Source: an optimization exercise on an open RTL-to-GDS flow (aim: small area, a short achievable clock period and few clock cycles per item). Production flows keep margins and buffers that such runs may drop.
Only the layout flow was run in this run; the RTL was not checked for function there.
No activity file was given, so power comes from the tool's default toggle rates.

--- run.sh ---
#!/bin/bash
# synth_recipe.tcl (not shown) runs the flow's synth.tcl, then flattens the netlist and writes it again
# the make line also repeats each setting of config.mk as NAME=value (left out here)
make -C /OpenROAD-flow-scripts/flow DESIGN_CONFIG=/design/flow/config.mk WORK_HOME=/design/flow/orfs CLKGATE_MAP_FILE= SYNTH_SCRIPT=/design/flow/synth_recipe.tcl finish
--- config.mk ---
export PLATFORM = sky130hd
export DESIGN_NAME = Processor
export DESIGN_NICKNAME = Processor
export VERILOG_FILES = /design/flow/design.v
export SDC_FILE = /design/flow/constraint.sdc
export NUM_CORES = 4
export LEC_CHECK = 0
export CAP_MARGIN = 20
export CORE_MARGIN = 2
export CORE_UTILIZATION = 45
export SLEW_MARGIN = 20
--- constraint.sdc ---
create_clock -name core_clock -period 6.0 [get_ports {clk}]
set_input_delay 1.2000 -clock core_clock [delete_from_list [all_inputs] [get_ports {clk}]]
set_output_delay 1.2000 -clock core_clock [all_outputs]
set_load 0.01 [all_outputs]
--- design.v ---
module Processor(clk , rst , imem_addr , imem_data , IR , Loaded , Stored , Out , valid) ;
	input clk ;  
	input rst ;  
	input [15:0] imem_data ;  
	output [15:0] imem_addr ;  
	output reg valid ;  
	output reg [15:0] Out , Stored , Loaded ;  
	output reg [15:0] IR ;  
	reg RegWr , MemRd , MemWr ;  
	reg [2:0] ALUOP ;  
	reg [3:0] source1 , source2 ;  
    reg [3:0] destination ;  
	reg [3:0] opcode ;  
   	reg [15:0] source1Content , source2Content ;  
	reg [15:0] destinationContent ;  
	reg [15:0] pc ;	 
	reg [2:0] state ;  
	reg [15:0] AluOut ;	 
    reg [15:0] registers [15:0] ;
	reg [15:0] DataMemory [15:0] ;
	assign imem_addr = pc ;
	always @ (posedge clk) 	begin
		valid = 0 ;
		if (rst) begin
		    registers[0]  = 16'h0010;
		    registers[1]  = 16'h0020;
		    registers[2]  = 16'h0030;
		    registers[3]  = 16'h00AA;
		    registers[4]  = 16'h1C3A;
		    registers[5]  = 16'h0001;
		    registers[6]  = 16'h22E0;
		    registers[7]  = 16'h1C86;
		    registers[8]  = 16'h22DA;
		    registers[9]  = 16'h0414;
		    registers[10] = 16'h1A32;
		    registers[11] = 16'h0102;
		    registers[12] = 16'h1CBA;
		    registers[13] = 16'h0CDE;
		    registers[14] = 16'h3994;
		    registers[15] = 16'h1984;
			pc = 0 ;
			state = 0 ;
			IR = 0 ;
			Out = 0 ;
			Loaded = 0 ;
			Stored = 0 ;
			DataMemory[0] = 16'h0001 ;
			DataMemory[1] = 16'h0020 ;
			DataMemory[2] = 16'h0000 ;
			DataMemory[3] = 16'h00AA ;
			DataMemory[4] = 16'h1C3A ;
			DataMemory[5] = 16'h0000 ;
			DataMemory[6] = 16'h0000 ; 
			DataMemory[7] = 16'h0000 ;
			DataMemory[8] = 16'h22DA ;
			DataMemory[9] = 16'h0000 ;
			DataMemory[10] = 16'h1A32 ;
			DataMemory[11] = 16'h0102 ;
			DataMemory[12] = 16'h000 ;
			DataMemory[13] = 16'h0CDE ;
			DataMemory[14] = 16'h0000 ;
			DataMemory[15] = 16'h1984 ;
		end
		else
		case (state)
			3'b000: begin   
				IR = imem_data ;
				pc = pc + 1 ;  
				state = 3'b001 ;  
			end
			3'b001: begin  
				{opcode , destination , source1 , source2} = IR ;
				case (opcode)  
					4'b0000: begin RegWr = 1 ; MemRd=0 ; MemWr=0 ; ALUOP=0 ; end
					4'b0001: begin RegWr=1 ; MemRd=0 ; MemWr=0 ; ALUOP=1 ;	end
					4'b0010: begin RegWr=1 ; MemRd=0 ; MemWr=0 ; ALUOP=2 ; end
					4'b0011: begin RegWr=1 ; MemRd=0 ; MemWr=0 ; ALUOP=3 ; end
					4'b0100: begin RegWr=1 ; MemRd=0 ; MemWr=0 ; ALUOP=4 ; end
					4'b0101: begin RegWr=1 ; MemRd=1 ; MemWr=0 ; ALUOP=0 ; end  
					4'b0110: begin RegWr=0 ; MemRd=0 ; MemWr=1 ; ALUOP=0 ; end  
					default: begin RegWr=1 ; MemRd=0 ; MemWr=0 ; ALUOP=0 ; end   
				endcase
				state = 3'b010 ;  
			end
			3'b010: begin  
				case ({RegWr , MemRd , MemWr , ALUOP}) 
					6'b100000: begin  
							 source1Content = registers[source1] ;
							 source2Content = registers[source2] ;
							 AluOut = source1Content + source2Content ;
							 state = 3'b011 ;  
					end
					6'b100001: begin   
							source1Content = registers[source1] ;
							source2Content = registers[source2] ;
							AluOut = source1Content - source2Content ;
							state = 3'b011 ;    
					end
					6'b100010: begin    
						source1Content = registers[source1] ;
						source2Content = registers[source2] ;
						AluOut = source1Content & source2Content ;
						state = 3'b011 ;		 
					end
					6'b100011: begin 	  
						source1Content = registers[source1] ;
						source2Content = registers[source2] ;
						AluOut = source1Content | source2Content ;
						state = 3'b011 ;  
					end	
					6'b100100: begin  
						source1Content = registers[source1] ;
						source2Content = registers[source2] ;
						AluOut = source1Content ^ source2Content ;
						state = 3'b011 ;  
					end	
					6'b110000: begin
						source1Content = registers[source1] ;
						state = 3'b100 ;  
					end	
					6'b001000: begin  
						source1Content = registers[source1] ;
						state = 3'b101 ;  
					end
					default: begin  
							 state = 3'b000 ;
					end
				endcase
			end
			3'b011: begin  
					registers[destination] = AluOut ;  
					Out = AluOut ;
					valid = 1 ;
					state = 3'b000 ;   
			end
			3'b100: begin  
						registers[destination] = DataMemory[source1Content[3:0]] ;  
						Loaded = DataMemory[source1Content[3:0]] ;  
						Out = DataMemory[source1Content[3:0]] ;
						valid = 1 ;
						state = 3'b000 ;  
			end
			3'b101: begin  
				DataMemory[source1Content[3:0]] = registers[destination] ;  
				Stored = registers[destination] ;  
				Out = registers[destination] ;
				valid = 1 ;
				state = 3'b000 ;  
			end
			default: begin  
				 state = 3'b000 ;
			end
		endcase
	end
endmodule
==> flow_metrics.py <==
metrics = {
    "outcome": {
        "status": "complete, no violations",
    },
    "worst_setup_path": {
        "crit_arrival_ns": 6.13,
        "reg2reg_slack_ns": 0.32,
        "cp_max_fo": 19,
        "r2r_end": "AluOut[14]",
        "ff2ff_path_depth": 22,
        "rr_startpoint": "source2[2]",
        "crit_type": "reg2reg",
        "worstPathRequired_ns": 6.46,
        "crit_path_end_kind": "flip-flop",
        "crit_path_start_kind": "flip-flop",
    },
    "finish": {
        "nets": 3913,
        "antenna_cells": 0,
        "final_util_pct": 52.5,
        "regArea_sq_um": 13100,
        "drive_above_1_share_pct": 10.3,
        "syn_to_final_growth_pct": 15.6,
        "fill_cells": 6590,
        "multi_input_comb_area_sq_um": 16600,
    },
    "power_and_ir_drop": {
        "power_mw": 10.0,
        "ir_drop_mv": 0.223,
        "power_density_nw_per_um2": 279,
        "p_leak_nw": 12.3,
    },
    "synthesis": {
        "synth.avg_cell_area_sq_um": 8.11,
        "synth-main-ff-cell": "dfxtp_1",
        "synth_cell_types": 87,
        "syn-num-nets": 3899,
        "ys_ff_latch": 634,
        "yosys.area.top_type_share_pct": 38.4,
        "ys_seq_area_share_pct": 42.1,
        "yosysTopAreaCell": "dfxtp_1",
        "synth-async-reset-ratio_pct": 0,
        "syn-instance-count": 3829,
        "yosys_warnings": 3,
        "synth_area_leaders": "dfxtp_1 (38%), nand2_1 (8.3%), a22oi_1 (6.4%)",
        "syn_area_sq_um": 31100,
        "synth_edf_count": 38,
    },
    "sta": {
        "fin_tns_setup_ns": 0,
        "skew_ns": 0.0339,
        "slew_headroom_pct": 12.6,
        "rsz0062_at_grt": "no",
        "setup-violations-final": 0,
        "finalCritPeriodShare_pct": 94.6,
        "layout_setup_ws_ns": 0.323,
        "tightest_slew_ns": 1.31,
        "maxSlewViolCount": 0,
        "fmax_ghz": 0.176,
        "finalHoldViolations": 0,
        "layout_min_cycle_time_ns": 5.68,
    },
    "global_route": {
        "grt_pass1_wl_mm": 208,
        "grtUsageTotal_pct": 40.1,
        "overflow": 0,
        "grt_pass1_vias": 28629,
        "grt_max_degree": 218,
        "antenna_found_initial": 5,
    },
    "placement": {
        "dp_hpwl_mm": 101,
        "gp_congestion": 1.05,
        "io_buffers": 98,
        "place_ws_ns": 0.422,
    },
    "clocking": {
        "clock_latency_ns": 0.66,
        "cts_max_path_buffers": 3,
        "cts_tree": "yes",
        "cts_sinks": 634,
        "path_clk_slew_ns": 0.07,
        "cts.hold.buffers_added": 0,
        "cts_root_buf": "clkbuf_16",
        "cts_buffers": 72,
        "htree_num_levels": 3,
        "post_cts_buffers": 0,
    },
    "route": {
        "route.met2.wl_mm": 60.0,
        "vias": 31700,
        "drtAntennaViolNets": 0,
        "routedWlPerCell_um": 30.5,
        "wl_met3_mm": 17.4,
        "drt_wl_total_mm": 146,
        "met1Wirelength_mm": 60.7,
        "drt-initial-drc-count": 5055,
        "drt-pass1-iter-count": 9,
        "drc": 0,
        "vias_per_cell": 6.63,
        "top_layer": "met5",
    },
    "run": {
        "max_cap_violations": 0,
    },
    "floorplanning": {
        "dieArea_sq_um": 71200,
        "core_area_sq_um": 68500,
        "start_util_pct": 45.4,
        "die_w_um": 267,
        "die_y_um": 267,
        "rows": 96,
        "ios": 99,
    },
    "min_path": {
        "hold_end": "Stored[13]",
        "min_path_cells": 2,
        "worstHoldStart": "Stored[13]",
        "hold_class": "reg2reg",
    },
}
==> metal layers <==
layer	global-route usage (%)	up-vias
met1	55.8	15109
li1	-	13903
met3	11.0	514
met2	57.9	2166
met4	17.6	8
met5	0	-
==> sequential cells by signal, summed over array words and instances, names as in the netlist <==
register,cells
source1,4
DataMemory,256
destination,4
Stored,16
MemRd,1
ALUOP,3
source1Content,4
IR,16
Loaded,16
RegWr,1
registers,256
Out,16
source2,4
MemWr,1
valid,1
pc,16
AluOut,16
state,3
==> power breakdown <==
group          leakage (nW)  total, mW  internal [mW]  switching [mW]
clock network          1.23       4.67           2.71            1.95
registers              5.16       4.35           4.30          0.0486
logic                  5.96       1.01          0.334           0.678
total                  12.3       10.0           7.35            2.68
==> cell families after synthesis <==
group           count (synthesis)  share of synthesized area (%)
fa+ha+maj                      52                           2.12
flops                         634                           42.1
xor+xnor                       36                           1.01
buf+inv                       389                           5.18
mux                            61                           2.22
compound gates               1219                           27.4
simple gates                 1438                           20.0
==> placed cells by master, fill, tap and decap left out, types with 10 or more instances in the layout <==
cell type / n
a211o_1: 75
a211oi_1: 195
a21oi_1: 386
a221oi_1: 48
a22o_1: 44
a22oi_1: 266
a31oi_1: 17
and2_1: 14
buf_4: 169
clkbuf_1: 15
clkbuf_16: 73
clkbuf_8: 14
clkdlybuf4s50_1: 97
clkinv_2: 12
dfxtp_1: 596
edfxtp_1: 38
ha_1: 51
inv_1: 54
mux2_2: 14
mux2i_1: 37
nand2_1: 683
nand2b_1: 24
nand3_1: 75
nand3b_1: 40
nand4_1: 58
nor2_1: 404
nor2b_1: 11
nor3_1: 34
nor3_2: 31
o21ai_0: 46
o221a_2: 10
o221ai_1: 13
o22a_1: 27
or2_2: 10
xnor2_1: 21
xor2_1: 15
==> cells in the mapped netlist (16+ instances only) <==
library cell / count
a211o_1: 75
a211oi_1: 195
a21oi_1: 386
a221oi_1: 48
a22o_1: 44
a22oi_1: 266
a31oi_1: 17
and2_1: 16
buf_2: 44
clkbuf_1: 259
dfxtp_1: 596
edfxtp_1: 38
ha_1: 51
inv_1: 54
mux2i_1: 37
nand2_1: 683
nand2b_1: 24
nand3_1: 75
nand3b_1: 40
nand4_1: 58
nor2_1: 412
nor3_1: 65
o21ai_0: 46
o22a_1: 29
xnor2_1: 21
==> through the flow <==
step	hold WS [ns]	cell area [sq um]	instances
2_1_floorplan	0.433	31100	3829
3_3_place_gp	0.439	33400	4651
3_5_place_dp	0.444	33400	4651
4_1_cts	0.452	35900	4781
5_1_grt	0.468	35900	4781
6_report	0.451	35900	4781
==> worst max-delay path by stage <==
stage | startpoint | end | slack [ns] | depth (start not counted)
floorplan | source2[1] | AluOut[14] | 1.50 | 22
global placement | source2[1] | AluOut[14] | 0.52 | 20
detailed placement | source2[1] | AluOut[14] | 0.42 | 20
CTS | source2[1] | AluOut[14] | 0.37 | 20
global route | source2[2] | AluOut[14] | 0.05 | 22
finish | source2[2] | AluOut[14] | 0.32 | 22
==> timing repair <==
item,in CTS,in global routing
resized for setup,0,1
setup endpoints to repair,0,1
hold endpoints to repair,0,0
==> critical path, cell delays in order, from the launching register on <==
cell and delay [ns]:
edfxtp_1 0.74, buf_4 0.31, buf_4 0.30, nand2b_1 0.13
o21ai_0 0.17, a21oi_1 0.05, a311oi_1 0.25, a21oi_1 0.24
buf_4 0.22, inv_1 0.08, ha_1 0.17, nor2b_1 0.29
a21oi_1 0.14, xnor2_1 0.18, ha_1 0.32, a21boi_0 0.16
o21ai_1 0.18, a21oi_1 0.11, o31a_1 0.32, o311a_1 0.34
o311a_1 0.36, o21a_1 0.17, o31ai_1 0.22
==> area by class of cell <==
type / instances / share of cell area, %
inverter: 56 / 0.585
multi-input combinational: 2806 / 46.3
timing repair buffer: 273 / 6.61
clock inverter: 28 / 1.21
tap: 882 / 3.07
sequential: 634 / 36.4
clock buffer: 102 / 5.78

==> separate check: timing with driven ports <==
No port has a modelled driver above. Below, the same layout with a new extraction and two added sets of constraints.
Step 1 (the two cells are an assumption about what drives the block):
set clk [get_ports {clk}]
set_driving_cell -lib_cell sky130_fd_sc_hd__clkbuf_16 $clk
set_driving_cell -lib_cell sky130_fd_sc_hd__buf_2 [delete_from_list [all_inputs] $clk]
Step 2 moves the port delays by t, midway between the first and last clock arrival at a register: inputs arrive t later, outputs are due t later. That takes back most of the time a late clock gives input paths.
Slacks: ideal / step 1 / step 2; pairs: ideal / step 1.
t (ns): 0.721
setup slack, ns: 0.323 / 0.323 / 0.323
worst hold slack (ns): 0.451 / 0.451 / 0.451
latest minus earliest clock arrival (ns): 0.034 / 0.034
pins driven straight from the clock port: 1
After both steps setup and hold are still met in this run. The setup slack of this run moves by 0.000 ns with the drivers and by 0.000 ns with both steps.
